From an optimization exercise on the open Yosys and OpenROAD flow, aimed at small area; shortcuts taken in it are not production practice.
Only simulation tests tie the RTL to the original design; equivalence was not proved.

==> run a <==
## FIR
module FIR (input wire clk, input wire rst, input wire data_i_en, input wire [24:0] data_i,
  output wire data_o_en, output wire [24:0] data_o);
make LEC_CHECK=0 CAP_MARGIN=20 CORE_MARGIN=2 CORE_UTILIZATION=75 CTS_BUF_LIST='sky130_fd_sc_hd__clkbuf_8 sky130_fd_sc_hd__clkbuf_16' CTS_CLUSTER_DIAMETER=250 CTS_CLUSTER_SIZE=24 SLEW_MARGIN=20 SYNTH_HIERARCHICAL=1 SYNTH_MINIMUM_KEEP_SIZE=0 finish   # period 8.0 ns
run.sh (not shown) runs the stock make flow with config.mk's settings and CLKGATE_MAP_FILE= SYNTH_SCRIPT=/design/flow/synth_recipe.tcl, a recipe that flattens the netlist after the stock synthesis.
==> run b: changes against run a <==
- CORE_UTILIZATION: 75 -> 65
- CTS_CLUSTER_DIAMETER: 250 -> 90
- CTS_CLUSTER_SIZE: 24 -> 28
==> run c: changes against run a <==
- CAP_MARGIN: 20 -> 10
- CTS_CLUSTER_DIAMETER: 250 -> 150
- SLEW_MARGIN: 20 -> 10
==> results.txt <==
The lowest clock skew belongs to run c, the highest to run b. Utilization: run b is lower than run c (10 points). In area after synthesis, run a and run c do not differ. Synthesized cell count is the same in run b and run a.

* * *

==> inputs of trial 13 <==
FIR again, from the RTL that the note above started with.
Settings: LEC_CHECK=0, CAP_MARGIN=5, CORE_MARGIN=2, CORE_UTILIZATION=75, CTS_BUF_LIST=sky130_fd_sc_hd__clkbuf_8 sky130_fd_sc_hd__clkbuf_16, CTS_CLUSTER_DIAMETER=150, CTS_CLUSTER_SIZE=24, SLEW_MARGIN=5, SYNTH_HIERARCHICAL=1, SYNTH_MINIMUM_KEEP_SIZE=0; clock period 8.0 ns.
==> build 71: changes against trial 13 <==
CAP_MARGIN = 20   (was 5)
CORE_UTILIZATION = 70   (was 75)
CTS_BUF_LIST = sky130_fd_sc_hd__clkbuf_16   (was sky130_fd_sc_hd__clkbuf_8 sky130_fd_sc_hd__clkbuf_16)
CTS_CLUSTER_SIZE = 26   (was 24)
SLEW_MARGIN = 20   (was 5)
==> trial 74: changes against trial 13 <==
CAP_MARGIN = 20   (was 5)
SLEW_MARGIN = 20   (was 5)
==> results.txt <==
| metric | build 71 | trial 13 | trial 74 |
|---|---|---|---|
| Portion of the clock cycle consumed by the worst path in the final layout | 0.9674 | 0.9746 | 0.9746 |
| M3 GR Usage | 0.09262 | 0.1022 | 0.1022 |
| Standard-cell rows | 114 | 110 | 110 |
| Register fraction of the total cell area | 0.4800 | 0.4811 | 0.4811 |
| Worst clock skew | 0.03834 ns | 0.03805 ns | 0.03805 ns |
| Via count of the first global-routing pass | 34480 | 35190 | 35190 |
| Number of cells after detailed placement | 4687 | 4580 | 4580 |
| Floorplan Core Area | 0.09628 mm^2 | 0.08974 mm^2 | 0.08974 mm^2 |
| Run status | timing/DRC/antenna clean | timing/DRC/antenna clean | timing/DRC/antenna clean |
| Final non-filler cell total | 4750 | 4637 | 4637 |
| Final worst setup slack | 0.2607 ns | 0.2032 ns | 0.2032 ns |
| Detailed-route wire length on metal 1 | 62790 um | 60330 um | 60330 um |
| Fmax achieved | 0.1292 GHz | 0.1283 GHz | 0.1283 GHz |
| Clock tree buffer count of the final layout | 51 | 54 | 54 |
| Count of cells along the worst register-to-register path | 15 | 17 | 17 |
| Setup slack on the worst flop-to-flop path | 0.26 ns | 0.20 ns | 0.20 ns |
| Critical path buffer and inverter count | 1 | 3 | 3 |
| Proportion of layout cells with a drive suffix above 1 | 0.1002 | 0.09882 | 0.09882 |
| Reg-to-Reg End | r_s10b10_748$_DFFE_PP_ | r_s20b10_492$_DFFE_PP_ | r_s20b10_492$_DFFE_PP_ |
| Well tap count | 1276 | 1176 | 1176 |
| Critical Path End | r_s10b10_748$_DFFE_PP_ | r_s20b10_492$_DFFE_PP_ | r_s20b10_492$_DFFE_PP_ |
| Non-clock buffer contribution to total cell area | 0.01701 | 0.01593 | 0.01593 |
| Final routed wirelength across all metal layers | 155700 um | 157500 um | 157500 um |

==> static timing again, ports no longer ideal <==
The results above use ideal ports. As a check the final layouts listed here were re-extracted and re-timed, cells and wires unchanged.
Step 1 (the two cells are an assumption about what drives the block):
set clk [get_ports {clk}]
set_driving_cell -lib_cell sky130_fd_sc_hd__clkbuf_16 $clk
set_driving_cell -lib_cell sky130_fd_sc_hd__buf_2 [delete_from_list [all_inputs] $clk]
Step 2 moves the port delays by t, midway between the first and last clock arrival at a register: inputs arrive t later, outputs are due t later. That takes back most of the time a late clock gives input paths.
Slacks: ideal ports / drivers / drivers and shift; pairs: ideal ports / drivers.
| run | shift t [ns] | slack for setup (ns) | worst setup path after step 2 | worst register clock-pin slew, ns |
|---|---|---|---|---|
| run a | 0.758 | 0.290 / 0.290 / 0.290 | register to register | 0.12 / 0.12 |
| run b | 0.766 | 0.165 / 0.165 / 0.165 | register to register | 0.12 / 0.12 |
| run c | 0.734 | 0.203 / 0.203 / 0.203 | register to register | 0.11 / 0.11 |
| trial 13 | 0.734 | 0.203 / 0.203 / 0.203 | register to register | 0.11 / 0.11 |
| build 71 | 0.748 | 0.261 / 0.261 / 0.261 | register to register | 0.12 / 0.12 |
| trial 74 | 0.734 | 0.203 / 0.203 / 0.203 | register to register | 0.11 / 0.11 |
After both steps setup and hold are still met in every run listed.
